Context: an optimization exercise on an open-source flow, tuned for small area, a short achievable clock period and few clock cycles per item. The choices shown serve that exercise and are no tape-out recipe.
For this run, only the layout was checked, not whether the RTL still works.
Power and IR drop assume default switching activity.

### design/flow/design.v
module Complex_Multiplier (
	input clk,
	input rst,
	input signed  [7:0] Re_in_1,
	input signed  [7:0] Im_in_1,
	input signed  [7:0] Re_in_2,
	input signed  [7:0] Im_in_2,
	input signed  [1:0] data_valid_in,
	output signed [15:0] Re_out,
	output signed [15:0] Im_out,
	output signed [1:0] data_valid_out
);
wire cone1, ctwo2, cnz3, cnegn4, cone5, ctwo6, cnz7, cnegn8, cone9, ctwo10, cnz11, cnegn12, cone13, ctwo14, cnz15, cnegn16, done17, dtwo18, dnz19, dnegn20, done21, dtwo22, dnz23, dnegn24, done25, dtwo26, dnz27, dnegn28, done29, dtwo30, dnz31, dnegn32, pp33, pp34, pp35, pp36, pp37, pp38, pp39, pp40, pp41, pp42, pp43, pp44, pp45, pp46, pp47, pp48, pp49, pp50, pp51, pp52, pp53, pp54, pp55, pp56, pp57, pp58, pp59, pp60, pp61, pp62, pp63, pp64, pp65, pp66, pp67, pp68, pp69, pp70, pp71, pp72, pp73, pp74, pp75, pp76, pp77, pp78, pp79, pp80, pp81, pp82, pp83, pp84, pp85, pp86, pp87, pp88, pp89, pp90, pp91, pp92, pp93, pp94, pp95, pp96, pp97, pp98, pp99, pp100, pp101, pp102, pp103, pp104, ci105, ci106, ci107, ci108, res109, rec110, res111, rec112, res113, rec114, res115, rec116, res117, rec118, res119, rec120, res121, rec122, res123, rec124, res125, rec126, res127, rec128, res129, rec130, res131, rec132, res133, rec134, res135, rec136, res137, rec138, res139, rec140, res141, rec142, res143, rec144, res145, rec146, res147, rec148, res149, rec150, res151, rec152, res153, rec154, res155, rec156, res157, rec158, res159, rec160, res161, rec162, res163, rec164, res165, rec166, res167, rec168, res169, rec170, res171, rec172, res173, rec174, res175, rec176, res177, rec178, res179, rec180, res181, rec182, res183, rec184, res185, rec186, res187, rec188, res189, rec190, res191, rec192, res193, rec194, res195, rec196, res197, rec198, res199, rec200, res201, rec202, res203, rec204, res205, rec206, res207, rec208, res209, rec210, res211, rec212, res213, rec214, res215, rec216, res217, rec218, res219, rec220, res221, rec222, res223, rec224, res225, rec226, res227, rec228, res229, rec230, res231, rec232, res233, rec234, res235, rec236, res237, rec238, res239, rec240, res241, rec242, pp243, pp244, pp245, pp246, pp247, pp248, pp249, pp250, pp251, pp252, pp253, pp254, pp255, pp256, pp257, pp258, pp259, pp260, pp261, pp262, pp263, pp264, pp265, pp266, pp267, pp268, pp269, pp270, pp271, pp272, pp273, pp274, pp275, pp276, pp277, pp278, pp279, pp280, pp281, pp282, pp283, pp284, pp285, pp286, pp287, pp288, pp289, pp290, pp291, pp292, pp293, pp294, pp295, pp296, pp297, pp298, pp299, pp300, pp301, pp302, pp303, pp304, pp305, pp306, pp307, pp308, pp309, pp310, pp311, pp312, pp313, pp314, ci315, ci316, ci317, ci318, ims319, imc320, ims321, imc322, ims323, imc324, ims325, imc326, ims327, imc328, ims329, imc330, ims331, imc332, ims333, imc334, ims335, imc336, ims337, imc338, ims339, imc340, ims341, imc342, ims343, imc344, ims345, imc346, ims347, imc348, ims349, imc350, ims351, imc352, ims353, imc354, ims355, imc356, ims357, imc358, ims359, imc360, ims361, imc362, ims363, imc364, ims365, imc366, ims367, imc368, ims369, imc370, ims371, imc372, ims373, imc374, ims375, imc376, ims377, imc378, ims379, imc380, ims381, imc382, ims383, imc384, ims385, imc386, ims387, imc388, ims389, imc390, ims391, imc392, ims393, imc394, ims395, imc396, ims397, imc398, ims399, imc400, ims401, imc402, ims403, imc404, ims405, imc406, ims407, imc408, ims409, imc410, ims411, imc412, ims413, imc414, ims415, imc416, ims417, imc418, ims419, imc420, ims421, imc422, ims423, imc424, ims425, imc426, ims427, imc428, ims429, imc430, ims431, imc432, ims433, imc434, ims435, imc436, ims437, imc438, ims439, imc440, ims441, imc442, ims443, imc444, ims445, imc446, ims447, imc448, ims449, imc450, ims451, imc452, relos453, reloc454, relos455, reloc456, relos457, reloc458, relos459, reloc460, relos461, reloc462, imlos463, imloc464, imlos465, imloc466, imlos467, imloc468, imlos469, imloc470, imlos471, imloc472;
cm_benc0 u_cone1 (.y1(Re_in_2[1]), .y0(Re_in_2[0]), .one(cone1), .two(ctwo2), .nz(cnz3));
assign cnegn4 = ~Re_in_2[1];
cm_benc u_cone5 (.y1(Re_in_2[3]), .y0(Re_in_2[2]), .ym(Re_in_2[1]), .one(cone5), .two(ctwo6), .nz(cnz7));
assign cnegn8 = ~Re_in_2[3];
cm_benc u_cone9 (.y1(Re_in_2[5]), .y0(Re_in_2[4]), .ym(Re_in_2[3]), .one(cone9), .two(ctwo10), .nz(cnz11));
assign cnegn12 = ~Re_in_2[5];
cm_benc u_cone13 (.y1(Re_in_2[7]), .y0(Re_in_2[6]), .ym(Re_in_2[5]), .one(cone13), .two(ctwo14), .nz(cnz15));
assign cnegn16 = ~Re_in_2[7];
cm_benc0 u_done17 (.y1(Im_in_2[1]), .y0(Im_in_2[0]), .one(done17), .two(dtwo18), .nz(dnz19));
assign dnegn20 = ~Im_in_2[1];
cm_benc u_done21 (.y1(Im_in_2[3]), .y0(Im_in_2[2]), .ym(Im_in_2[1]), .one(done21), .two(dtwo22), .nz(dnz23));
assign dnegn24 = ~Im_in_2[3];
cm_benc u_done25 (.y1(Im_in_2[5]), .y0(Im_in_2[4]), .ym(Im_in_2[3]), .one(done25), .two(dtwo26), .nz(dnz27));
assign dnegn28 = ~Im_in_2[5];
cm_benc u_done29 (.y1(Im_in_2[7]), .y0(Im_in_2[6]), .ym(Im_in_2[5]), .one(done29), .two(dtwo30), .nz(dnz31));
assign dnegn32 = ~Im_in_2[7];
cm_bsel1 u_pp33 (.e(cone1), .x(Re_in_1[0]), .n(Re_in_2[1]), .p(pp33));
cm_bsel2 u_pp34 (.e1(cone1), .x1(Re_in_1[1]), .e2(ctwo2), .x2(Re_in_1[0]), .n(Re_in_2[1]), .p(pp34));
cm_bsel2 u_pp35 (.e1(cone1), .x1(Re_in_1[2]), .e2(ctwo2), .x2(Re_in_1[1]), .n(Re_in_2[1]), .p(pp35));
cm_bsel2 u_pp36 (.e1(cone1), .x1(Re_in_1[3]), .e2(ctwo2), .x2(Re_in_1[2]), .n(Re_in_2[1]), .p(pp36));
cm_bsel2 u_pp37 (.e1(cone1), .x1(Re_in_1[4]), .e2(ctwo2), .x2(Re_in_1[3]), .n(Re_in_2[1]), .p(pp37));
cm_bsel2 u_pp38 (.e1(cone1), .x1(Re_in_1[5]), .e2(ctwo2), .x2(Re_in_1[4]), .n(Re_in_2[1]), .p(pp38));
cm_bsel2 u_pp39 (.e1(cone1), .x1(Re_in_1[6]), .e2(ctwo2), .x2(Re_in_1[5]), .n(Re_in_2[1]), .p(pp39));
cm_bsel2 u_pp40 (.e1(cone1), .x1(Re_in_1[7]), .e2(ctwo2), .x2(Re_in_1[6]), .n(Re_in_2[1]), .p(pp40));
cm_bsel1 u_pp41 (.e(cnz3), .x(Re_in_1[7]), .n(cnegn4), .p(pp41));
cm_bsel1 u_pp42 (.e(cone5), .x(Re_in_1[0]), .n(Re_in_2[3]), .p(pp42));
cm_bsel2 u_pp43 (.e1(cone5), .x1(Re_in_1[1]), .e2(ctwo6), .x2(Re_in_1[0]), .n(Re_in_2[3]), .p(pp43));
cm_bsel2 u_pp44 (.e1(cone5), .x1(Re_in_1[2]), .e2(ctwo6), .x2(Re_in_1[1]), .n(Re_in_2[3]), .p(pp44));
cm_bsel2 u_pp45 (.e1(cone5), .x1(Re_in_1[3]), .e2(ctwo6), .x2(Re_in_1[2]), .n(Re_in_2[3]), .p(pp45));
cm_bsel2 u_pp46 (.e1(cone5), .x1(Re_in_1[4]), .e2(ctwo6), .x2(Re_in_1[3]), .n(Re_in_2[3]), .p(pp46));
cm_bsel2 u_pp47 (.e1(cone5), .x1(Re_in_1[5]), .e2(ctwo6), .x2(Re_in_1[4]), .n(Re_in_2[3]), .p(pp47));
cm_bsel2 u_pp48 (.e1(cone5), .x1(Re_in_1[6]), .e2(ctwo6), .x2(Re_in_1[5]), .n(Re_in_2[3]), .p(pp48));
cm_bsel2 u_pp49 (.e1(cone5), .x1(Re_in_1[7]), .e2(ctwo6), .x2(Re_in_1[6]), .n(Re_in_2[3]), .p(pp49));
cm_bsel1 u_pp50 (.e(cnz7), .x(Re_in_1[7]), .n(cnegn8), .p(pp50));
cm_bsel1 u_pp51 (.e(cone9), .x(Re_in_1[0]), .n(Re_in_2[5]), .p(pp51));
cm_bsel2 u_pp52 (.e1(cone9), .x1(Re_in_1[1]), .e2(ctwo10), .x2(Re_in_1[0]), .n(Re_in_2[5]), .p(pp52));
cm_bsel2 u_pp53 (.e1(cone9), .x1(Re_in_1[2]), .e2(ctwo10), .x2(Re_in_1[1]), .n(Re_in_2[5]), .p(pp53));
cm_bsel2 u_pp54 (.e1(cone9), .x1(Re_in_1[3]), .e2(ctwo10), .x2(Re_in_1[2]), .n(Re_in_2[5]), .p(pp54));
cm_bsel2 u_pp55 (.e1(cone9), .x1(Re_in_1[4]), .e2(ctwo10), .x2(Re_in_1[3]), .n(Re_in_2[5]), .p(pp55));
cm_bsel2 u_pp56 (.e1(cone9), .x1(Re_in_1[5]), .e2(ctwo10), .x2(Re_in_1[4]), .n(Re_in_2[5]), .p(pp56));
cm_bsel2 u_pp57 (.e1(cone9), .x1(Re_in_1[6]), .e2(ctwo10), .x2(Re_in_1[5]), .n(Re_in_2[5]), .p(pp57));
cm_bsel2 u_pp58 (.e1(cone9), .x1(Re_in_1[7]), .e2(ctwo10), .x2(Re_in_1[6]), .n(Re_in_2[5]), .p(pp58));
cm_bsel1 u_pp59 (.e(cnz11), .x(Re_in_1[7]), .n(cnegn12), .p(pp59));
cm_bsel1 u_pp60 (.e(cone13), .x(Re_in_1[0]), .n(Re_in_2[7]), .p(pp60));
cm_bsel2 u_pp61 (.e1(cone13), .x1(Re_in_1[1]), .e2(ctwo14), .x2(Re_in_1[0]), .n(Re_in_2[7]), .p(pp61));
cm_bsel2 u_pp62 (.e1(cone13), .x1(Re_in_1[2]), .e2(ctwo14), .x2(Re_in_1[1]), .n(Re_in_2[7]), .p(pp62));
cm_bsel2 u_pp63 (.e1(cone13), .x1(Re_in_1[3]), .e2(ctwo14), .x2(Re_in_1[2]), .n(Re_in_2[7]), .p(pp63));
cm_bsel2 u_pp64 (.e1(cone13), .x1(Re_in_1[4]), .e2(ctwo14), .x2(Re_in_1[3]), .n(Re_in_2[7]), .p(pp64));
cm_bsel2 u_pp65 (.e1(cone13), .x1(Re_in_1[5]), .e2(ctwo14), .x2(Re_in_1[4]), .n(Re_in_2[7]), .p(pp65));
cm_bsel2 u_pp66 (.e1(cone13), .x1(Re_in_1[6]), .e2(ctwo14), .x2(Re_in_1[5]), .n(Re_in_2[7]), .p(pp66));
cm_bsel2 u_pp67 (.e1(cone13), .x1(Re_in_1[7]), .e2(ctwo14), .x2(Re_in_1[6]), .n(Re_in_2[7]), .p(pp67));
cm_bsel1 u_pp68 (.e(cnz15), .x(Re_in_1[7]), .n(cnegn16), .p(pp68));
cm_bsel1 u_pp69 (.e(done17), .x(Im_in_1[0]), .n(dnegn20), .p(pp69));
cm_bsel2 u_pp70 (.e1(done17), .x1(Im_in_1[1]), .e2(dtwo18), .x2(Im_in_1[0]), .n(dnegn20), .p(pp70));
cm_bsel2 u_pp71 (.e1(done17), .x1(Im_in_1[2]), .e2(dtwo18), .x2(Im_in_1[1]), .n(dnegn20), .p(pp71));
cm_bsel2 u_pp72 (.e1(done17), .x1(Im_in_1[3]), .e2(dtwo18), .x2(Im_in_1[2]), .n(dnegn20), .p(pp72));
cm_bsel2 u_pp73 (.e1(done17), .x1(Im_in_1[4]), .e2(dtwo18), .x2(Im_in_1[3]), .n(dnegn20), .p(pp73));
cm_bsel2 u_pp74 (.e1(done17), .x1(Im_in_1[5]), .e2(dtwo18), .x2(Im_in_1[4]), .n(dnegn20), .p(pp74));
cm_bsel2 u_pp75 (.e1(done17), .x1(Im_in_1[6]), .e2(dtwo18), .x2(Im_in_1[5]), .n(dnegn20), .p(pp75));
cm_bsel2 u_pp76 (.e1(done17), .x1(Im_in_1[7]), .e2(dtwo18), .x2(Im_in_1[6]), .n(dnegn20), .p(pp76));
cm_bsel1 u_pp77 (.e(dnz19), .x(Im_in_1[7]), .n(Im_in_2[1]), .p(pp77));
cm_bsel1 u_pp78 (.e(done21), .x(Im_in_1[0]), .n(dnegn24), .p(pp78));
cm_bsel2 u_pp79 (.e1(done21), .x1(Im_in_1[1]), .e2(dtwo22), .x2(Im_in_1[0]), .n(dnegn24), .p(pp79));
cm_bsel2 u_pp80 (.e1(done21), .x1(Im_in_1[2]), .e2(dtwo22), .x2(Im_in_1[1]), .n(dnegn24), .p(pp80));
cm_bsel2 u_pp81 (.e1(done21), .x1(Im_in_1[3]), .e2(dtwo22), .x2(Im_in_1[2]), .n(dnegn24), .p(pp81));
cm_bsel2 u_pp82 (.e1(done21), .x1(Im_in_1[4]), .e2(dtwo22), .x2(Im_in_1[3]), .n(dnegn24), .p(pp82));
cm_bsel2 u_pp83 (.e1(done21), .x1(Im_in_1[5]), .e2(dtwo22), .x2(Im_in_1[4]), .n(dnegn24), .p(pp83));
cm_bsel2 u_pp84 (.e1(done21), .x1(Im_in_1[6]), .e2(dtwo22), .x2(Im_in_1[5]), .n(dnegn24), .p(pp84));
cm_bsel2 u_pp85 (.e1(done21), .x1(Im_in_1[7]), .e2(dtwo22), .x2(Im_in_1[6]), .n(dnegn24), .p(pp85));
cm_bsel1 u_pp86 (.e(dnz23), .x(Im_in_1[7]), .n(Im_in_2[3]), .p(pp86));
cm_bsel1 u_pp87 (.e(done25), .x(Im_in_1[0]), .n(dnegn28), .p(pp87));
cm_bsel2 u_pp88 (.e1(done25), .x1(Im_in_1[1]), .e2(dtwo26), .x2(Im_in_1[0]), .n(dnegn28), .p(pp88));
cm_bsel2 u_pp89 (.e1(done25), .x1(Im_in_1[2]), .e2(dtwo26), .x2(Im_in_1[1]), .n(dnegn28), .p(pp89));
cm_bsel2 u_pp90 (.e1(done25), .x1(Im_in_1[3]), .e2(dtwo26), .x2(Im_in_1[2]), .n(dnegn28), .p(pp90));
cm_bsel2 u_pp91 (.e1(done25), .x1(Im_in_1[4]), .e2(dtwo26), .x2(Im_in_1[3]), .n(dnegn28), .p(pp91));
cm_bsel2 u_pp92 (.e1(done25), .x1(Im_in_1[5]), .e2(dtwo26), .x2(Im_in_1[4]), .n(dnegn28), .p(pp92));
cm_bsel2 u_pp93 (.e1(done25), .x1(Im_in_1[6]), .e2(dtwo26), .x2(Im_in_1[5]), .n(dnegn28), .p(pp93));
cm_bsel2 u_pp94 (.e1(done25), .x1(Im_in_1[7]), .e2(dtwo26), .x2(Im_in_1[6]), .n(dnegn28), .p(pp94));
cm_bsel1 u_pp95 (.e(dnz27), .x(Im_in_1[7]), .n(Im_in_2[5]), .p(pp95));
cm_bsel1 u_pp96 (.e(done29), .x(Im_in_1[0]), .n(dnegn32), .p(pp96));
cm_bsel2 u_pp97 (.e1(done29), .x1(Im_in_1[1]), .e2(dtwo30), .x2(Im_in_1[0]), .n(dnegn32), .p(pp97));
cm_bsel2 u_pp98 (.e1(done29), .x1(Im_in_1[2]), .e2(dtwo30), .x2(Im_in_1[1]), .n(dnegn32), .p(pp98));
cm_bsel2 u_pp99 (.e1(done29), .x1(Im_in_1[3]), .e2(dtwo30), .x2(Im_in_1[2]), .n(dnegn32), .p(pp99));
cm_bsel2 u_pp100 (.e1(done29), .x1(Im_in_1[4]), .e2(dtwo30), .x2(Im_in_1[3]), .n(dnegn32), .p(pp100));
cm_bsel2 u_pp101 (.e1(done29), .x1(Im_in_1[5]), .e2(dtwo30), .x2(Im_in_1[4]), .n(dnegn32), .p(pp101));
cm_bsel2 u_pp102 (.e1(done29), .x1(Im_in_1[6]), .e2(dtwo30), .x2(Im_in_1[5]), .n(dnegn32), .p(pp102));
cm_bsel2 u_pp103 (.e1(done29), .x1(Im_in_1[7]), .e2(dtwo30), .x2(Im_in_1[6]), .n(dnegn32), .p(pp103));
cm_bsel1 u_pp104 (.e(dnz31), .x(Im_in_1[7]), .n(Im_in_2[7]), .p(pp104));
assign ci105 = ~pp49;
assign ci106 = ~pp100;
assign ci107 = ~pp102;
assign ci108 = ~pp104;
cm_ha u_res109 (.a(Re_in_2[7]), .b(dnegn32), .s(res109), .co(rec110));
cm_fa u_res111 (.a(Re_in_2[5]), .b(dnegn28), .c(pp37), .s(res111), .co(rec112));
cm_ha u_res113 (.a(pp38), .b(pp45), .s(res113), .co(rec114));
cm_fa u_res115 (.a(res109), .b(pp39), .c(pp46), .s(res115), .co(rec116));
cm_fa u_res117 (.a(pp53), .b(pp60), .c(pp75), .s(res117), .co(rec118));
cm_fa u_res119 (.a(rec110), .b(pp40), .c(pp47), .s(res119), .co(rec120));
cm_fa u_res121 (.a(pp54), .b(pp61), .c(pp76), .s(res121), .co(rec122));
cm_ha u_res123 (.a(pp83), .b(pp90), .s(res123), .co(rec124));
cm_fa u_res125 (.a(pp41), .b(pp48), .c(pp55), .s(res125), .co(rec126));
cm_fa u_res127 (.a(pp62), .b(pp77), .c(pp84), .s(res127), .co(rec128));
cm_ha u_res129 (.a(pp91), .b(pp98), .s(res129), .co(rec130));
cm_fa u_res131 (.a(pp56), .b(pp63), .c(pp85), .s(res131), .co(rec132));
cm_ha u_res133 (.a(pp92), .b(pp99), .s(res133), .co(rec134));
cm_fa u_res135 (.a(pp49), .b(pp50), .c(pp57), .s(res135), .co(rec136));
cm_ha u_res137 (.a(pp64), .b(pp86), .s(res137), .co(rec138));
cm_ha u_res139 (.a(pp100), .b(pp101), .s(res139), .co(rec140));
cm_fa u_res141 (.a(Re_in_2[3]), .b(dnegn24), .c(pp35), .s(res141), .co(rec142));
cm_ha u_res143 (.a(pp36), .b(pp43), .s(res143), .co(rec144));
cm_fa u_res145 (.a(pp44), .b(pp51), .c(pp73), .s(res145), .co(rec146));
cm_ha u_res147 (.a(pp80), .b(pp87), .s(res147), .co(rec148));
cm_fa u_res149 (.a(pp52), .b(pp74), .c(pp81), .s(res149), .co(rec150));
cm_fa u_res151 (.a(pp88), .b(res113), .c(rec112), .s(res151), .co(rec152));
cm_fa u_res153 (.a(pp82), .b(pp89), .c(pp96), .s(res153), .co(rec154));
cm_fa u_res155 (.a(rec114), .b(res115), .c(res117), .s(res155), .co(rec156));
cm_fa u_res157 (.a(pp97), .b(res123), .c(rec116), .s(res157), .co(rec158));
cm_fa u_res159 (.a(rec118), .b(res119), .c(res121), .s(res159), .co(rec160));
cm_fa u_res161 (.a(rec124), .b(res129), .c(rec120), .s(res161), .co(rec162));
cm_fa u_res163 (.a(rec122), .b(res125), .c(res127), .s(res163), .co(rec164));
cm_fa u_res165 (.a(ci105), .b(rec130), .c(res133), .s(res165), .co(rec166));
cm_fa u_res167 (.a(rec126), .b(rec128), .c(res131), .s(res167), .co(rec168));
cm_fa u_res169 (.a(pp93), .b(ci106), .c(rec134), .s(res169), .co(rec170));
cm_fa u_res171 (.a(res137), .b(rec132), .c(res135), .s(res171), .co(rec172));
cm_fa u_res173 (.a(pp58), .b(pp65), .c(pp94), .s(res173), .co(rec174));
cm_fa u_res175 (.a(rec138), .b(res139), .c(rec136), .s(res175), .co(rec176));
cm_fa u_res177 (.a(pp59), .b(pp66), .c(pp95), .s(res177), .co(rec178));
cm_ha u_res179 (.a(ci107), .b(rec140), .s(res179), .co(rec180));
cm_ha u_res181 (.a(pp102), .b(pp103), .s(res181), .co(rec182));
cm_ha u_res183 (.a(Re_in_2[1]), .b(dnegn20), .s(res183), .co(rec184));
cm_ha u_res185 (.a(pp42), .b(pp71), .s(res185), .co(rec186));
cm_fa u_res187 (.a(pp72), .b(pp79), .c(res143), .s(res187), .co(rec188));
cm_fa u_res189 (.a(rec144), .b(res147), .c(res111), .s(res189), .co(rec190));
cm_fa u_res191 (.a(rec148), .b(rec146), .c(res149), .s(res191), .co(rec192));
cm_fa u_res193 (.a(rec150), .b(res153), .c(rec152), .s(res193), .co(rec194));
cm_fa u_res195 (.a(rec154), .b(rec156), .c(res157), .s(res195), .co(rec196));
cm_fa u_res197 (.a(rec158), .b(rec160), .c(res161), .s(res197), .co(rec198));
cm_fa u_res199 (.a(res165), .b(rec162), .c(rec164), .s(res199), .co(rec200));
cm_fa u_res201 (.a(rec166), .b(res169), .c(rec168), .s(res201), .co(rec202));
cm_fa u_res203 (.a(res173), .b(rec170), .c(rec172), .s(res203), .co(rec204));
cm_fa u_res205 (.a(rec174), .b(res179), .c(res177), .s(res205), .co(rec206));
cm_fa u_res207 (.a(pp67), .b(res181), .c(rec180), .s(res207), .co(rec208));
cm_ha u_res209 (.a(pp68), .b(ci108), .s(res209), .co(rec210));
cm_ha u_res211 (.a(res183), .b(pp33), .s(res211), .co(rec212));
cm_fa u_res213 (.a(rec184), .b(pp34), .c(pp70), .s(res213), .co(rec214));
cm_fa u_res215 (.a(pp78), .b(res185), .c(res141), .s(res215), .co(rec216));
cm_fa u_res217 (.a(rec186), .b(rec142), .c(res187), .s(res217), .co(rec218));
cm_fa u_res219 (.a(res145), .b(rec188), .c(res189), .s(res219), .co(rec220));
cm_fa u_res221 (.a(rec190), .b(res151), .c(res191), .s(res221), .co(rec222));
cm_fa u_res223 (.a(rec192), .b(res155), .c(res193), .s(res223), .co(rec224));
cm_fa u_res225 (.a(res159), .b(rec194), .c(res195), .s(res225), .co(rec226));
cm_fa u_res227 (.a(res163), .b(rec196), .c(res197), .s(res227), .co(rec228));
cm_fa u_res229 (.a(res167), .b(rec198), .c(res199), .s(res229), .co(rec230));
cm_fa u_res231 (.a(res171), .b(rec200), .c(res201), .s(res231), .co(rec232));
cm_fa u_res233 (.a(res175), .b(rec202), .c(res203), .s(res233), .co(rec234));
cm_fa u_res235 (.a(rec176), .b(res205), .c(rec204), .s(res235), .co(rec236));
cm_fa u_res237 (.a(rec178), .b(res207), .c(rec206), .s(res237), .co(rec238));
cm_fa u_res239 (.a(rec182), .b(res209), .c(rec208), .s(res239), .co(rec240));
cm_ha u_res241 (.a(pp104), .b(rec210), .s(res241), .co(rec242));
cm_bsel1 u_pp243 (.e(cone1), .x(Im_in_1[0]), .n(Re_in_2[1]), .p(pp243));
cm_bsel2 u_pp244 (.e1(cone1), .x1(Im_in_1[1]), .e2(ctwo2), .x2(Im_in_1[0]), .n(Re_in_2[1]), .p(pp244));
cm_bsel2 u_pp245 (.e1(cone1), .x1(Im_in_1[2]), .e2(ctwo2), .x2(Im_in_1[1]), .n(Re_in_2[1]), .p(pp245));
cm_bsel2 u_pp246 (.e1(cone1), .x1(Im_in_1[3]), .e2(ctwo2), .x2(Im_in_1[2]), .n(Re_in_2[1]), .p(pp246));
cm_bsel2 u_pp247 (.e1(cone1), .x1(Im_in_1[4]), .e2(ctwo2), .x2(Im_in_1[3]), .n(Re_in_2[1]), .p(pp247));
cm_bsel2 u_pp248 (.e1(cone1), .x1(Im_in_1[5]), .e2(ctwo2), .x2(Im_in_1[4]), .n(Re_in_2[1]), .p(pp248));
cm_bsel2 u_pp249 (.e1(cone1), .x1(Im_in_1[6]), .e2(ctwo2), .x2(Im_in_1[5]), .n(Re_in_2[1]), .p(pp249));
cm_bsel2 u_pp250 (.e1(cone1), .x1(Im_in_1[7]), .e2(ctwo2), .x2(Im_in_1[6]), .n(Re_in_2[1]), .p(pp250));
cm_bsel1 u_pp251 (.e(cnz3), .x(Im_in_1[7]), .n(cnegn4), .p(pp251));
cm_bsel1 u_pp252 (.e(cone5), .x(Im_in_1[0]), .n(Re_in_2[3]), .p(pp252));
cm_bsel2 u_pp253 (.e1(cone5), .x1(Im_in_1[1]), .e2(ctwo6), .x2(Im_in_1[0]), .n(Re_in_2[3]), .p(pp253));
cm_bsel2 u_pp254 (.e1(cone5), .x1(Im_in_1[2]), .e2(ctwo6), .x2(Im_in_1[1]), .n(Re_in_2[3]), .p(pp254));
cm_bsel2 u_pp255 (.e1(cone5), .x1(Im_in_1[3]), .e2(ctwo6), .x2(Im_in_1[2]), .n(Re_in_2[3]), .p(pp255));
cm_bsel2 u_pp256 (.e1(cone5), .x1(Im_in_1[4]), .e2(ctwo6), .x2(Im_in_1[3]), .n(Re_in_2[3]), .p(pp256));
cm_bsel2 u_pp257 (.e1(cone5), .x1(Im_in_1[5]), .e2(ctwo6), .x2(Im_in_1[4]), .n(Re_in_2[3]), .p(pp257));
cm_bsel2 u_pp258 (.e1(cone5), .x1(Im_in_1[6]), .e2(ctwo6), .x2(Im_in_1[5]), .n(Re_in_2[3]), .p(pp258));
cm_bsel2 u_pp259 (.e1(cone5), .x1(Im_in_1[7]), .e2(ctwo6), .x2(Im_in_1[6]), .n(Re_in_2[3]), .p(pp259));
cm_bsel1 u_pp260 (.e(cnz7), .x(Im_in_1[7]), .n(cnegn8), .p(pp260));
cm_bsel1 u_pp261 (.e(cone9), .x(Im_in_1[0]), .n(Re_in_2[5]), .p(pp261));
cm_bsel2 u_pp262 (.e1(cone9), .x1(Im_in_1[1]), .e2(ctwo10), .x2(Im_in_1[0]), .n(Re_in_2[5]), .p(pp262));
cm_bsel2 u_pp263 (.e1(cone9), .x1(Im_in_1[2]), .e2(ctwo10), .x2(Im_in_1[1]), .n(Re_in_2[5]), .p(pp263));
cm_bsel2 u_pp264 (.e1(cone9), .x1(Im_in_1[3]), .e2(ctwo10), .x2(Im_in_1[2]), .n(Re_in_2[5]), .p(pp264));
cm_bsel2 u_pp265 (.e1(cone9), .x1(Im_in_1[4]), .e2(ctwo10), .x2(Im_in_1[3]), .n(Re_in_2[5]), .p(pp265));
cm_bsel2 u_pp266 (.e1(cone9), .x1(Im_in_1[5]), .e2(ctwo10), .x2(Im_in_1[4]), .n(Re_in_2[5]), .p(pp266));
cm_bsel2 u_pp267 (.e1(cone9), .x1(Im_in_1[6]), .e2(ctwo10), .x2(Im_in_1[5]), .n(Re_in_2[5]), .p(pp267));
cm_bsel2 u_pp268 (.e1(cone9), .x1(Im_in_1[7]), .e2(ctwo10), .x2(Im_in_1[6]), .n(Re_in_2[5]), .p(pp268));
cm_bsel1 u_pp269 (.e(cnz11), .x(Im_in_1[7]), .n(cnegn12), .p(pp269));
cm_bsel1 u_pp270 (.e(cone13), .x(Im_in_1[0]), .n(Re_in_2[7]), .p(pp270));
cm_bsel2 u_pp271 (.e1(cone13), .x1(Im_in_1[1]), .e2(ctwo14), .x2(Im_in_1[0]), .n(Re_in_2[7]), .p(pp271));
cm_bsel2 u_pp272 (.e1(cone13), .x1(Im_in_1[2]), .e2(ctwo14), .x2(Im_in_1[1]), .n(Re_in_2[7]), .p(pp272));
cm_bsel2 u_pp273 (.e1(cone13), .x1(Im_in_1[3]), .e2(ctwo14), .x2(Im_in_1[2]), .n(Re_in_2[7]), .p(pp273));
cm_bsel2 u_pp274 (.e1(cone13), .x1(Im_in_1[4]), .e2(ctwo14), .x2(Im_in_1[3]), .n(Re_in_2[7]), .p(pp274));
cm_bsel2 u_pp275 (.e1(cone13), .x1(Im_in_1[5]), .e2(ctwo14), .x2(Im_in_1[4]), .n(Re_in_2[7]), .p(pp275));
cm_bsel2 u_pp276 (.e1(cone13), .x1(Im_in_1[6]), .e2(ctwo14), .x2(Im_in_1[5]), .n(Re_in_2[7]), .p(pp276));
cm_bsel2 u_pp277 (.e1(cone13), .x1(Im_in_1[7]), .e2(ctwo14), .x2(Im_in_1[6]), .n(Re_in_2[7]), .p(pp277));
cm_bsel1 u_pp278 (.e(cnz15), .x(Im_in_1[7]), .n(cnegn16), .p(pp278));
cm_bsel1 u_pp279 (.e(done17), .x(Re_in_1[0]), .n(Im_in_2[1]), .p(pp279));
cm_bsel2 u_pp280 (.e1(done17), .x1(Re_in_1[1]), .e2(dtwo18), .x2(Re_in_1[0]), .n(Im_in_2[1]), .p(pp280));
cm_bsel2 u_pp281 (.e1(done17), .x1(Re_in_1[2]), .e2(dtwo18), .x2(Re_in_1[1]), .n(Im_in_2[1]), .p(pp281));
cm_bsel2 u_pp282 (.e1(done17), .x1(Re_in_1[3]), .e2(dtwo18), .x2(Re_in_1[2]), .n(Im_in_2[1]), .p(pp282));
cm_bsel2 u_pp283 (.e1(done17), .x1(Re_in_1[4]), .e2(dtwo18), .x2(Re_in_1[3]), .n(Im_in_2[1]), .p(pp283));
cm_bsel2 u_pp284 (.e1(done17), .x1(Re_in_1[5]), .e2(dtwo18), .x2(Re_in_1[4]), .n(Im_in_2[1]), .p(pp284));
cm_bsel2 u_pp285 (.e1(done17), .x1(Re_in_1[6]), .e2(dtwo18), .x2(Re_in_1[5]), .n(Im_in_2[1]), .p(pp285));
cm_bsel2 u_pp286 (.e1(done17), .x1(Re_in_1[7]), .e2(dtwo18), .x2(Re_in_1[6]), .n(Im_in_2[1]), .p(pp286));
cm_bsel1 u_pp287 (.e(dnz19), .x(Re_in_1[7]), .n(dnegn20), .p(pp287));
cm_bsel1 u_pp288 (.e(done21), .x(Re_in_1[0]), .n(Im_in_2[3]), .p(pp288));
cm_bsel2 u_pp289 (.e1(done21), .x1(Re_in_1[1]), .e2(dtwo22), .x2(Re_in_1[0]), .n(Im_in_2[3]), .p(pp289));
cm_bsel2 u_pp290 (.e1(done21), .x1(Re_in_1[2]), .e2(dtwo22), .x2(Re_in_1[1]), .n(Im_in_2[3]), .p(pp290));
cm_bsel2 u_pp291 (.e1(done21), .x1(Re_in_1[3]), .e2(dtwo22), .x2(Re_in_1[2]), .n(Im_in_2[3]), .p(pp291));
cm_bsel2 u_pp292 (.e1(done21), .x1(Re_in_1[4]), .e2(dtwo22), .x2(Re_in_1[3]), .n(Im_in_2[3]), .p(pp292));
cm_bsel2 u_pp293 (.e1(done21), .x1(Re_in_1[5]), .e2(dtwo22), .x2(Re_in_1[4]), .n(Im_in_2[3]), .p(pp293));
cm_bsel2 u_pp294 (.e1(done21), .x1(Re_in_1[6]), .e2(dtwo22), .x2(Re_in_1[5]), .n(Im_in_2[3]), .p(pp294));
cm_bsel2 u_pp295 (.e1(done21), .x1(Re_in_1[7]), .e2(dtwo22), .x2(Re_in_1[6]), .n(Im_in_2[3]), .p(pp295));
cm_bsel1 u_pp296 (.e(dnz23), .x(Re_in_1[7]), .n(dnegn24), .p(pp296));
cm_bsel1 u_pp297 (.e(done25), .x(Re_in_1[0]), .n(Im_in_2[5]), .p(pp297));
cm_bsel2 u_pp298 (.e1(done25), .x1(Re_in_1[1]), .e2(dtwo26), .x2(Re_in_1[0]), .n(Im_in_2[5]), .p(pp298));
cm_bsel2 u_pp299 (.e1(done25), .x1(Re_in_1[2]), .e2(dtwo26), .x2(Re_in_1[1]), .n(Im_in_2[5]), .p(pp299));
cm_bsel2 u_pp300 (.e1(done25), .x1(Re_in_1[3]), .e2(dtwo26), .x2(Re_in_1[2]), .n(Im_in_2[5]), .p(pp300));
cm_bsel2 u_pp301 (.e1(done25), .x1(Re_in_1[4]), .e2(dtwo26), .x2(Re_in_1[3]), .n(Im_in_2[5]), .p(pp301));
cm_bsel2 u_pp302 (.e1(done25), .x1(Re_in_1[5]), .e2(dtwo26), .x2(Re_in_1[4]), .n(Im_in_2[5]), .p(pp302));
cm_bsel2 u_pp303 (.e1(done25), .x1(Re_in_1[6]), .e2(dtwo26), .x2(Re_in_1[5]), .n(Im_in_2[5]), .p(pp303));
cm_bsel2 u_pp304 (.e1(done25), .x1(Re_in_1[7]), .e2(dtwo26), .x2(Re_in_1[6]), .n(Im_in_2[5]), .p(pp304));
cm_bsel1 u_pp305 (.e(dnz27), .x(Re_in_1[7]), .n(dnegn28), .p(pp305));
cm_bsel1 u_pp306 (.e(done29), .x(Re_in_1[0]), .n(Im_in_2[7]), .p(pp306));
cm_bsel2 u_pp307 (.e1(done29), .x1(Re_in_1[1]), .e2(dtwo30), .x2(Re_in_1[0]), .n(Im_in_2[7]), .p(pp307));
cm_bsel2 u_pp308 (.e1(done29), .x1(Re_in_1[2]), .e2(dtwo30), .x2(Re_in_1[1]), .n(Im_in_2[7]), .p(pp308));
cm_bsel2 u_pp309 (.e1(done29), .x1(Re_in_1[3]), .e2(dtwo30), .x2(Re_in_1[2]), .n(Im_in_2[7]), .p(pp309));
cm_bsel2 u_pp310 (.e1(done29), .x1(Re_in_1[4]), .e2(dtwo30), .x2(Re_in_1[3]), .n(Im_in_2[7]), .p(pp310));
cm_bsel2 u_pp311 (.e1(done29), .x1(Re_in_1[5]), .e2(dtwo30), .x2(Re_in_1[4]), .n(Im_in_2[7]), .p(pp311));
cm_bsel2 u_pp312 (.e1(done29), .x1(Re_in_1[6]), .e2(dtwo30), .x2(Re_in_1[5]), .n(Im_in_2[7]), .p(pp312));
cm_bsel2 u_pp313 (.e1(done29), .x1(Re_in_1[7]), .e2(dtwo30), .x2(Re_in_1[6]), .n(Im_in_2[7]), .p(pp313));
cm_bsel1 u_pp314 (.e(dnz31), .x(Re_in_1[7]), .n(dnegn32), .p(pp314));
assign ci315 = ~pp259;
assign ci316 = ~pp259;
assign ci317 = ~pp269;
assign ci318 = ~pp278;
cm_ha u_ims319 (.a(Im_in_2[7]), .b(Re_in_2[7]), .s(ims319), .co(imc320));
cm_fa u_ims321 (.a(Im_in_2[5]), .b(Re_in_2[5]), .c(pp247), .s(ims321), .co(imc322));
cm_ha u_ims323 (.a(pp248), .b(pp255), .s(ims323), .co(imc324));
cm_fa u_ims325 (.a(ims319), .b(pp249), .c(pp256), .s(ims325), .co(imc326));
cm_fa u_ims327 (.a(pp263), .b(pp270), .c(pp285), .s(ims327), .co(imc328));
cm_fa u_ims329 (.a(imc320), .b(pp250), .c(pp257), .s(ims329), .co(imc330));
cm_fa u_ims331 (.a(pp264), .b(pp271), .c(pp286), .s(ims331), .co(imc332));
cm_ha u_ims333 (.a(pp293), .b(pp300), .s(ims333), .co(imc334));
cm_fa u_ims335 (.a(pp251), .b(pp258), .c(pp265), .s(ims335), .co(imc336));
cm_fa u_ims337 (.a(pp272), .b(pp287), .c(pp294), .s(ims337), .co(imc338));
cm_ha u_ims339 (.a(pp301), .b(pp308), .s(ims339), .co(imc340));
cm_fa u_ims341 (.a(pp266), .b(pp273), .c(pp295), .s(ims341), .co(imc342));
cm_ha u_ims343 (.a(pp302), .b(pp309), .s(ims343), .co(imc344));
cm_fa u_ims345 (.a(pp260), .b(pp267), .c(pp274), .s(ims345), .co(imc346));
cm_ha u_ims347 (.a(pp296), .b(pp303), .s(ims347), .co(imc348));
cm_ha u_ims349 (.a(pp259), .b(pp268), .s(ims349), .co(imc350));
cm_fa u_ims351 (.a(Im_in_2[3]), .b(Re_in_2[3]), .c(pp245), .s(ims351), .co(imc352));
cm_ha u_ims353 (.a(pp246), .b(pp253), .s(ims353), .co(imc354));
cm_fa u_ims355 (.a(pp254), .b(pp261), .c(pp283), .s(ims355), .co(imc356));
cm_ha u_ims357 (.a(pp290), .b(pp297), .s(ims357), .co(imc358));
cm_fa u_ims359 (.a(pp262), .b(pp284), .c(pp291), .s(ims359), .co(imc360));
cm_fa u_ims361 (.a(pp298), .b(ims323), .c(imc322), .s(ims361), .co(imc362));
cm_fa u_ims363 (.a(pp292), .b(pp299), .c(pp306), .s(ims363), .co(imc364));
cm_fa u_ims365 (.a(imc324), .b(ims325), .c(ims327), .s(ims365), .co(imc366));
cm_fa u_ims367 (.a(pp307), .b(ims333), .c(imc326), .s(ims367), .co(imc368));
cm_fa u_ims369 (.a(imc328), .b(ims329), .c(ims331), .s(ims369), .co(imc370));
cm_fa u_ims371 (.a(imc334), .b(ims339), .c(imc330), .s(ims371), .co(imc372));
cm_fa u_ims373 (.a(imc332), .b(ims335), .c(ims337), .s(ims373), .co(imc374));
cm_fa u_ims375 (.a(ci315), .b(imc340), .c(ims343), .s(ims375), .co(imc376));
cm_fa u_ims377 (.a(imc336), .b(imc338), .c(ims341), .s(ims377), .co(imc378));
cm_fa u_ims379 (.a(pp310), .b(ci316), .c(imc344), .s(ims379), .co(imc380));
cm_fa u_ims381 (.a(ims347), .b(imc342), .c(ims345), .s(ims381), .co(imc382));
cm_fa u_ims383 (.a(pp275), .b(pp304), .c(pp311), .s(ims383), .co(imc384));
cm_fa u_ims385 (.a(imc348), .b(ims349), .c(imc346), .s(ims385), .co(imc386));
cm_fa u_ims387 (.a(pp276), .b(pp305), .c(pp312), .s(ims387), .co(imc388));
cm_ha u_ims389 (.a(ci317), .b(imc350), .s(ims389), .co(imc390));
cm_ha u_ims391 (.a(pp269), .b(pp277), .s(ims391), .co(imc392));
cm_ha u_ims393 (.a(Im_in_2[1]), .b(Re_in_2[1]), .s(ims393), .co(imc394));
cm_ha u_ims395 (.a(pp252), .b(pp281), .s(ims395), .co(imc396));
cm_fa u_ims397 (.a(pp282), .b(pp289), .c(ims353), .s(ims397), .co(imc398));
cm_fa u_ims399 (.a(imc354), .b(ims357), .c(ims321), .s(ims399), .co(imc400));
cm_fa u_ims401 (.a(imc358), .b(imc356), .c(ims359), .s(ims401), .co(imc402));
cm_fa u_ims403 (.a(imc360), .b(ims363), .c(imc362), .s(ims403), .co(imc404));
cm_fa u_ims405 (.a(imc364), .b(imc366), .c(ims367), .s(ims405), .co(imc406));
cm_fa u_ims407 (.a(imc368), .b(imc370), .c(ims371), .s(ims407), .co(imc408));
cm_fa u_ims409 (.a(ims375), .b(imc372), .c(imc374), .s(ims409), .co(imc410));
cm_fa u_ims411 (.a(imc376), .b(ims379), .c(imc378), .s(ims411), .co(imc412));
cm_fa u_ims413 (.a(ims383), .b(imc380), .c(imc382), .s(ims413), .co(imc414));
cm_fa u_ims415 (.a(imc384), .b(ims389), .c(ims387), .s(ims415), .co(imc416));
cm_fa u_ims417 (.a(pp313), .b(ims391), .c(imc390), .s(ims417), .co(imc418));
cm_ha u_ims419 (.a(pp314), .b(ci318), .s(ims419), .co(imc420));
cm_ha u_ims421 (.a(ims393), .b(pp243), .s(ims421), .co(imc422));
cm_fa u_ims423 (.a(imc394), .b(pp244), .c(pp280), .s(ims423), .co(imc424));
cm_fa u_ims425 (.a(pp288), .b(ims395), .c(ims351), .s(ims425), .co(imc426));
cm_fa u_ims427 (.a(imc396), .b(imc352), .c(ims397), .s(ims427), .co(imc428));
cm_fa u_ims429 (.a(ims355), .b(imc398), .c(ims399), .s(ims429), .co(imc430));
cm_fa u_ims431 (.a(imc400), .b(ims361), .c(ims401), .s(ims431), .co(imc432));
cm_fa u_ims433 (.a(imc402), .b(ims365), .c(ims403), .s(ims433), .co(imc434));
cm_fa u_ims435 (.a(ims369), .b(imc404), .c(ims405), .s(ims435), .co(imc436));
cm_fa u_ims437 (.a(ims373), .b(imc406), .c(ims407), .s(ims437), .co(imc438));
cm_fa u_ims439 (.a(ims377), .b(imc408), .c(ims409), .s(ims439), .co(imc440));
cm_fa u_ims441 (.a(ims381), .b(imc410), .c(ims411), .s(ims441), .co(imc442));
cm_fa u_ims443 (.a(ims385), .b(imc412), .c(ims413), .s(ims443), .co(imc444));
cm_fa u_ims445 (.a(imc386), .b(ims415), .c(imc414), .s(ims445), .co(imc446));
cm_fa u_ims447 (.a(imc388), .b(ims417), .c(imc416), .s(ims447), .co(imc448));
cm_fa u_ims449 (.a(imc392), .b(ims419), .c(imc418), .s(ims449), .co(imc450));
cm_ha u_ims451 (.a(pp278), .b(imc420), .s(ims451), .co(imc452));
cm_ha u_relos453 (.a(pp69), .b(res211), .s(relos453), .co(reloc454));
cm_fa u_relos455 (.a(rec212), .b(res213), .c(reloc454), .s(relos455), .co(reloc456));
cm_fa u_relos457 (.a(rec214), .b(res215), .c(reloc456), .s(relos457), .co(reloc458));
cm_fa u_relos459 (.a(rec216), .b(res217), .c(reloc458), .s(relos459), .co(reloc460));
cm_fa u_relos461 (.a(rec218), .b(res219), .c(reloc460), .s(relos461), .co(reloc462));
cm_ha u_imlos463 (.a(pp279), .b(ims421), .s(imlos463), .co(imloc464));
cm_fa u_imlos465 (.a(imc422), .b(ims423), .c(imloc464), .s(imlos465), .co(imloc466));
cm_fa u_imlos467 (.a(imc424), .b(ims425), .c(imloc466), .s(imlos467), .co(imloc468));
cm_fa u_imlos469 (.a(imc426), .b(ims427), .c(imloc468), .s(imlos469), .co(imloc470));
cm_fa u_imlos471 (.a(imc428), .b(ims429), .c(imloc470), .s(imlos471), .co(imloc472));
reg vld_q;
always @(posedge clk) vld_q <= ~rst & (|data_valid_in);
assign data_valid_out = {1'b0, vld_q};
wire [15:0] re_r0 = {res241, res239, res237, rec234, rec232, rec230, rec228, rec226, rec224, rec222, rec220, rec218, rec216, rec214, rec212, pp69};
wire [15:0] re_r1 = {rec240, rec238, rec236, res235, res233, res231, res229, res227, res225, res223, res221, res219, res217, res215, res213, res211};
reg [4:0] re_lo_q;
always @(posedge clk) re_lo_q <= {relos461, relos459, relos457, relos455, relos453};
reg re_q0_5;
always @(posedge clk) re_q0_5 <= rec220;
reg re_q0_6;
always @(posedge clk) re_q0_6 <= rec222;
reg re_q0_7;
always @(posedge clk) re_q0_7 <= rec224;
reg re_q0_8;
always @(posedge clk) re_q0_8 <= rec226;
reg re_q0_9;
always @(posedge clk) re_q0_9 <= rec228;
reg re_q0_10;
always @(posedge clk) re_q0_10 <= rec230;
reg re_q0_11;
always @(posedge clk) re_q0_11 <= rec232;
reg re_q0_12;
always @(posedge clk) re_q0_12 <= rec234;
reg re_q0_13;
always @(posedge clk) re_q0_13 <= res237;
reg re_q0_14;
always @(posedge clk) re_q0_14 <= res239;
reg re_q0_15;
always @(posedge clk) re_q0_15 <= res241;
reg re_q1_5;
always @(posedge clk) re_q1_5 <= res221;
reg re_q1_6;
always @(posedge clk) re_q1_6 <= res223;
reg re_q1_7;
always @(posedge clk) re_q1_7 <= res225;
reg re_q1_8;
always @(posedge clk) re_q1_8 <= res227;
reg re_q1_9;
always @(posedge clk) re_q1_9 <= res229;
reg re_q1_10;
always @(posedge clk) re_q1_10 <= res231;
reg re_q1_11;
always @(posedge clk) re_q1_11 <= res233;
reg re_q1_12;
always @(posedge clk) re_q1_12 <= res235;
reg re_q1_13;
always @(posedge clk) re_q1_13 <= rec236;
reg re_q1_14;
always @(posedge clk) re_q1_14 <= rec238;
reg re_q1_15;
always @(posedge clk) re_q1_15 <= rec240;
reg re_cy_q;
always @(posedge clk) re_cy_q <= reloc462;
assign Re_out = {{re_q0_15, re_q0_14, re_q0_13, re_q0_12, re_q0_11, re_q0_10, re_q0_9, re_q0_8, re_q0_7, re_q0_6, re_q0_5} + {re_q1_15, re_q1_14, re_q1_13, re_q1_12, re_q1_11, re_q1_10, re_q1_9, re_q1_8, re_q1_7, re_q1_6, re_q1_5} + re_cy_q, re_lo_q};
wire [15:0] im_r0 = {ims451, ims449, ims447, imc444, imc442, imc440, imc438, imc436, imc434, imc432, imc430, imc428, imc426, imc424, imc422, pp279};
wire [15:0] im_r1 = {imc450, imc448, imc446, ims445, ims443, ims441, ims439, ims437, ims435, ims433, ims431, ims429, ims427, ims425, ims423, ims421};
reg [4:0] im_lo_q;
always @(posedge clk) im_lo_q <= {imlos471, imlos469, imlos467, imlos465, imlos463};
reg im_q0_5;
always @(posedge clk) im_q0_5 <= imc430;
reg im_q0_6;
always @(posedge clk) im_q0_6 <= imc432;
reg im_q0_7;
always @(posedge clk) im_q0_7 <= imc434;
reg im_q0_8;
always @(posedge clk) im_q0_8 <= imc436;
reg im_q0_9;
always @(posedge clk) im_q0_9 <= imc438;
reg im_q0_10;
always @(posedge clk) im_q0_10 <= imc440;
reg im_q0_11;
always @(posedge clk) im_q0_11 <= imc442;
reg im_q0_12;
always @(posedge clk) im_q0_12 <= imc444;
reg im_q0_13;
always @(posedge clk) im_q0_13 <= ims447;
reg im_q0_14;
always @(posedge clk) im_q0_14 <= ims449;
reg im_q0_15;
always @(posedge clk) im_q0_15 <= ims451;
reg im_q1_5;
always @(posedge clk) im_q1_5 <= ims431;
reg im_q1_6;
always @(posedge clk) im_q1_6 <= ims433;
reg im_q1_7;
always @(posedge clk) im_q1_7 <= ims435;
reg im_q1_8;
always @(posedge clk) im_q1_8 <= ims437;
reg im_q1_9;
always @(posedge clk) im_q1_9 <= ims439;
reg im_q1_10;
always @(posedge clk) im_q1_10 <= ims441;
reg im_q1_11;
always @(posedge clk) im_q1_11 <= ims443;
reg im_q1_12;
always @(posedge clk) im_q1_12 <= ims445;
reg im_q1_13;
always @(posedge clk) im_q1_13 <= imc446;
reg im_q1_14;
always @(posedge clk) im_q1_14 <= imc448;
reg im_q1_15;
always @(posedge clk) im_q1_15 <= imc450;
reg im_cy_q;
always @(posedge clk) im_cy_q <= imloc472;
assign Im_out = {{im_q0_15, im_q0_14, im_q0_13, im_q0_12, im_q0_11, im_q0_10, im_q0_9, im_q0_8, im_q0_7, im_q0_6, im_q0_5} + {im_q1_15, im_q1_14, im_q1_13, im_q1_12, im_q1_11, im_q1_10, im_q1_9, im_q1_8, im_q1_7, im_q1_6, im_q1_5} + im_cy_q, im_lo_q};
endmodule
module cm_fa (input a, input b, input c, output s, output co);
  assign s = a ^ b ^ c;
  assign co = (a & b) | (a & c) | (b & c);
endmodule
module cm_bsel1 (input e, input x, input n, output p);
  assign p = (e & x) ^ n;
endmodule
module cm_bsel2 (input e1, input x1, input e2, input x2, input n, output p);
  assign p = ((e1 & x1) | (e2 & x2)) ^ n;
endmodule
module cm_benc (input y1, input y0, input ym, output one, output two, output nz);
  assign one = y0 ^ ym;
  assign two = (y1 & ~y0 & ~ym) | (~y1 & y0 & ym);
  assign nz = ~(y1 & y0 & ym) & (y1 | y0 | ym);
endmodule
module cm_benc0 (input y1, input y0, output one, output two, output nz);
  assign one = y0;
  assign two = y1 & ~y0;
  assign nz = y1 | y0;
endmodule
module cm_ha (input a, input b, output s, output co);
  assign s = a ^ b;
  assign co = a & b;
endmodule
### design/flow/flow/run.sh
#!/bin/bash
# The standard ORFS flow (standard.sh) with these changes:
#  - port buffers are sky130_fd_sc_hd__buf_2 cells instead of the default
#    delay buffers;
#  - before floorplanning, combinational cells start at drive strength 1
#    (flow/downsize.tcl); the flow's repair steps upsize where needed;
#  - extra make variables, one per line, from flow/make_args.txt if present.
# Each tool's log stays under orfs/logs/; make's own output goes to run_make.log.
set -euo pipefail
here=$(pwd)
extra=()
if [[ -f flow/make_args.txt ]]; then
  while IFS= read -r line; do
    [[ -n "$line" ]] && extra+=("$line")
  done < flow/make_args.txt
fi
bash standard.sh \
  "BUFFER_PORTS_ARGS=-buffer_cell sky130_fd_sc_hd__buf_2" \
  "PRE_FLOORPLAN_TCL=$here/flow/downsize.tcl" \
  "${extra[@]}" \
  finish > run_make.log 2>&1
### design/flow/flow/downsize.tcl
# PRE_FLOORPLAN hook: start every combinational cell of the synthesized netlist
# at drive strength 1; the flow's own repair steps upsize cells where timing
# or slew needs it. Flip-flops keep the cell synthesis gave them.
set n_down 0
foreach inst [get_cells *] {
  set ref [get_property $inst ref_name]
  if { [regexp {^(sky130_fd_sc_hd__[a-z0-9]+)_([0-9]+)$} $ref -> base size] } {
    if { $size <= 1 || [string match "*__df*" $base] || [string match "*__conb*" $base] } {
      continue
    }
    set cand [get_lib_cells -quiet */${base}_1]
    if { [llength $cand] > 0 } {
      replace_cell $inst [lindex $cand 0]
      incr n_down
    }
  }
}
puts "downsize.tcl: $n_down cells set to drive strength 1"
### design/flow/standard.sh
#!/bin/bash
# synth_recipe.tcl (not shown) runs the flow's synth.tcl, then flattens the netlist and writes it again
# the make line also repeats each setting of config.mk as NAME=value (left out here)
make -C /OpenROAD-flow-scripts/flow DESIGN_CONFIG=/design/flow/config.mk WORK_HOME=/design/flow/orfs CLKGATE_MAP_FILE= SYNTH_SCRIPT=/design/flow/synth_recipe.tcl "${@:-finish}"
### design/flow/config.mk
export PLATFORM = sky130hd
export DESIGN_NAME = Complex_Multiplier
export DESIGN_NICKNAME = Complex_Multiplier
export VERILOG_FILES = /design/flow/design.v
export SDC_FILE = /design/flow/constraint.sdc
export NUM_CORES = 4
export LEC_CHECK = 0
export CAP_MARGIN = 20
export CORE_MARGIN = 2
export CORE_UTILIZATION = 60
export CTS_BUF_LIST = sky130_fd_sc_hd__clkbuf_4 sky130_fd_sc_hd__clkbuf_8
export SETUP_SLACK_MARGIN = 1.2
export SLEW_MARGIN = 20
export SYNTH_HIERARCHICAL = 1
### design/flow/constraint.sdc
create_clock -name core_clock -period 5.0 [get_ports {clk}]
set_input_delay 1.0000 -clock core_clock [delete_from_list [all_inputs] [get_ports {clk}]]
set_output_delay 1.0000 -clock core_clock [all_outputs]
set_load 0.01 [all_outputs]
==> results.txt <==
[stage by stage]
| stage | std cells | hold slack, ps |
|---|---|---|
| after floorplan | 669 | 1072 |
| after global placement | 902 | 1156 |
| after detailed placement | 902 | 1160 |
| after CTS | 932 | 775.6 |
| after global routing | 937 | 793.7 |
| final | 937 | 793.7 |
[layout make-up]
cell class / count / area, um2
Timing Repair Buffer: 108 / 713.2
Clock inverter: 3 / 40.04
Clock buffer: 13 / 160.2
Tap cell: 147 / 183.9
Sequential cell: 57 / 1141
Inverter: 25 / 93.84
Multi-Input combinational cell: 584 / 6125
Fill cell: 893 / 3405
[repair_timing]
action,CTS,global route
hold endpoints to repair,0,0
gates cloned,1,0
gates resized for setup,12,17
setup buffers,13,5
endpoints found under the setup margin,24,21
pin swaps,1,21
[metal layers]
layer | vias up | part of all wire (%)
met3 | 37 | 5.0
met4 | 0 | 2.8
met5 | - | 0
li1 | 2573 | -
met1 | 2831 | 41
met2 | 183 | 51
[power by group through the flow]
| stage | Sequential, mW | Clock [mW] | Combinational, mW |
|---|---|---|---|
| 2_1_floorplan | 0.828 | 0 | 2.37 |
| 3_3_place_gp | 0.817 | 0 | 3.31 |
| 3_5_place_dp | 0.821 | 0 | 3.42 |
| 4_1_cts | 0.814 | 0.463 | 3.48 |
| 5_1_grt | 0.830 | 0.476 | 3.94 |
| 6_report | 0.810 | 0.450 | 3.45 |
[final timing paths]
kind / slack [ps] / start / endpoint
hold / removal: 790 / rst / vld_q
setup / recovery: 1220 / Im_in_2[1] / re_lo_q[4]
[worst max-delay path, stage by stage]
cell	delay, ps
buf_4	190
inv_1	430
ha_1	340
ha_1	290
ha_1	200
fa_1	380
fa_1	400
fa_2	360
fa_1	420
[placed cells by master, fill, tap and decap left out, types with 4 or more instances in the layout]
| cell type | instances |
|---|---|
| dfxtp_1 | 57 |
| nand2b_1 | 7 |
| xor2_2 | 5 |
| inv_1 | 25 |
| fa_2 | 8 |
| nand3_1 | 8 |
| a21oi_1 | 8 |
| ha_1 | 52 |
| a22oi_1 | 112 |
| buf_4 | 39 |
| nand3b_1 | 6 |
| o21ai_0 | 4 |
| nor2b_1 | 4 |
| buf_6 | 4 |
| xor2_1 | 4 |
| buf_2 | 61 |
| and3_1 | 8 |
| nor2_1 | 14 |
| nand2_1 | 39 |
| clkbuf_8 | 10 |
| nor3_1 | 6 |
| fa_1 | 106 |
| xnor2_1 | 159 |
==> results.txt <==
- Status: no timing/DRC/antenna violations
- Minimum clock period: 3778 ps
- Dpl hpwl: 13.64 mm
- Switch share: 44.51%
- PortBufs: 68
- Logic pwr share: 73.3%
- Worst-path clk slew: 70 ps
- Fmax: 264.7 MHz
- Global routing's busiest layer: met2
- Drt wl/cell: 19.75 um
- Die height: 113.7 um
- Pint: 2.614 mW
- IO Pins: 70
- Initial core utilization: 60.85%
- Setup Crit Path Kind: in2reg
- CORE AREA: 0.01186 mm2
- Pwr dens: 557.0 mW/mm2
- H-tree depth: 3
- GP Congestion: 0.8847
- Final Cycle Share: 75.55%
- Setup_tns: 0 ps
- CTS tree: built
- First-pass GRT wire length: 30.02 mm
- Largest net degree at the start of global routing: 21
- Met1 Use GR: 38.84%
- Max Cap Violations: 0
- DRT iter0 DRCs: 406
- LEAKAGE: 3.452 nW
- Final core occ: 71.30%
- Critical Path Start Type: primary input
- First-pass iteration count of the detailed router: 6
- TritonCTS Sinks: 57
- Seq pwr share: 17.2%
- Antenna cells: 0
- Die Area: 0.01292 mm2
- Slew margin rel.: 63.14%
- Slew @ Worst Pin: 552.3 ps
- Type of the worst min-delay path: in2reg
- Final hold viol count: 0
- Via-per-instance ratio: 6.002
- RSZ-0062 raised after global routing: yes
- CTS Buffer Depth: 2
- Worst setup margin: 1223 ps
- Met3 Use GR: 4.570%
- Syn Inst Count: 669
- Worst slack, placed: 506.9 ps
- Layout cells sized above 1: 18.73%
- Clock power frac: 9.5%
- Total CTS buffers: 9
- Total Power: 4.711 mW
- Hold Path Depth: 2
- Ys Warns: 7
- Die Wd: 113.7 um
- Initial antenna violation count: 0
- Top Registers: im_lo_q: 5 flops, re_lo_q: 5 flops
- Vias: 5624
- GRT Util Overall: 30.56%
- Critical Path End Type: flop
- CP max FO: 18
- Mapped Nets: 871
- Sw power: 2.097 mW
- Cell chosen for the clock root: clkbuf_8
- Fin. max-slew vios: 0
- Max rail drop VDD: 0.6710 mV
- Site row count: 40
- Post-route ant nets: 0
- Arrival time worst endpoint: 4020 ps
- Fin area: 0.008457 mm2
- Cts hold-fix bufs: 0
- Vias in the first global route: 5858
- Worst EP required: 5240 ps
- Final wirelength: 18.50 mm
- DRC Markers: 0
- Final nets: 987
- Area of placed instances: 0.007985 mm2
- GRT overflow: 0
- Met2 GRT Util: 52.46%
- # setup viols final: 0

port drivers added, routing unchanged:
How much do the figures lean on ideal ports? The routed layout below was timed once more, with nothing changed but the port constraints.
Step 1 sets driving cells, clkbuf_16 on the clock port and buf_2 on the other inputs (assumed; they add their load-dependent delay and slew).
Step 2 moves the port delays by t, midway between the first and last clock arrival at a register: inputs arrive t later, outputs are due t later. That takes back most of the time a late clock gives input paths.
Three values: no drivers, after step 1, after step 2; two values: the first two.
shift t [ns]: 0.393
setup slack, ns: 1.222 / 1.237 / 0.845
worst hold slack (ns): 0.794 / 0.784 / 1.176
clock arrival spread, ns: 0.009 / 0.009
worst register clock-pin slew, ns: 0.07 / 0.07
After both steps setup and hold are still met in this run. For this run, drivers alone change the setup slack by +0.015 ns; drivers and shift together by -0.377 ns.
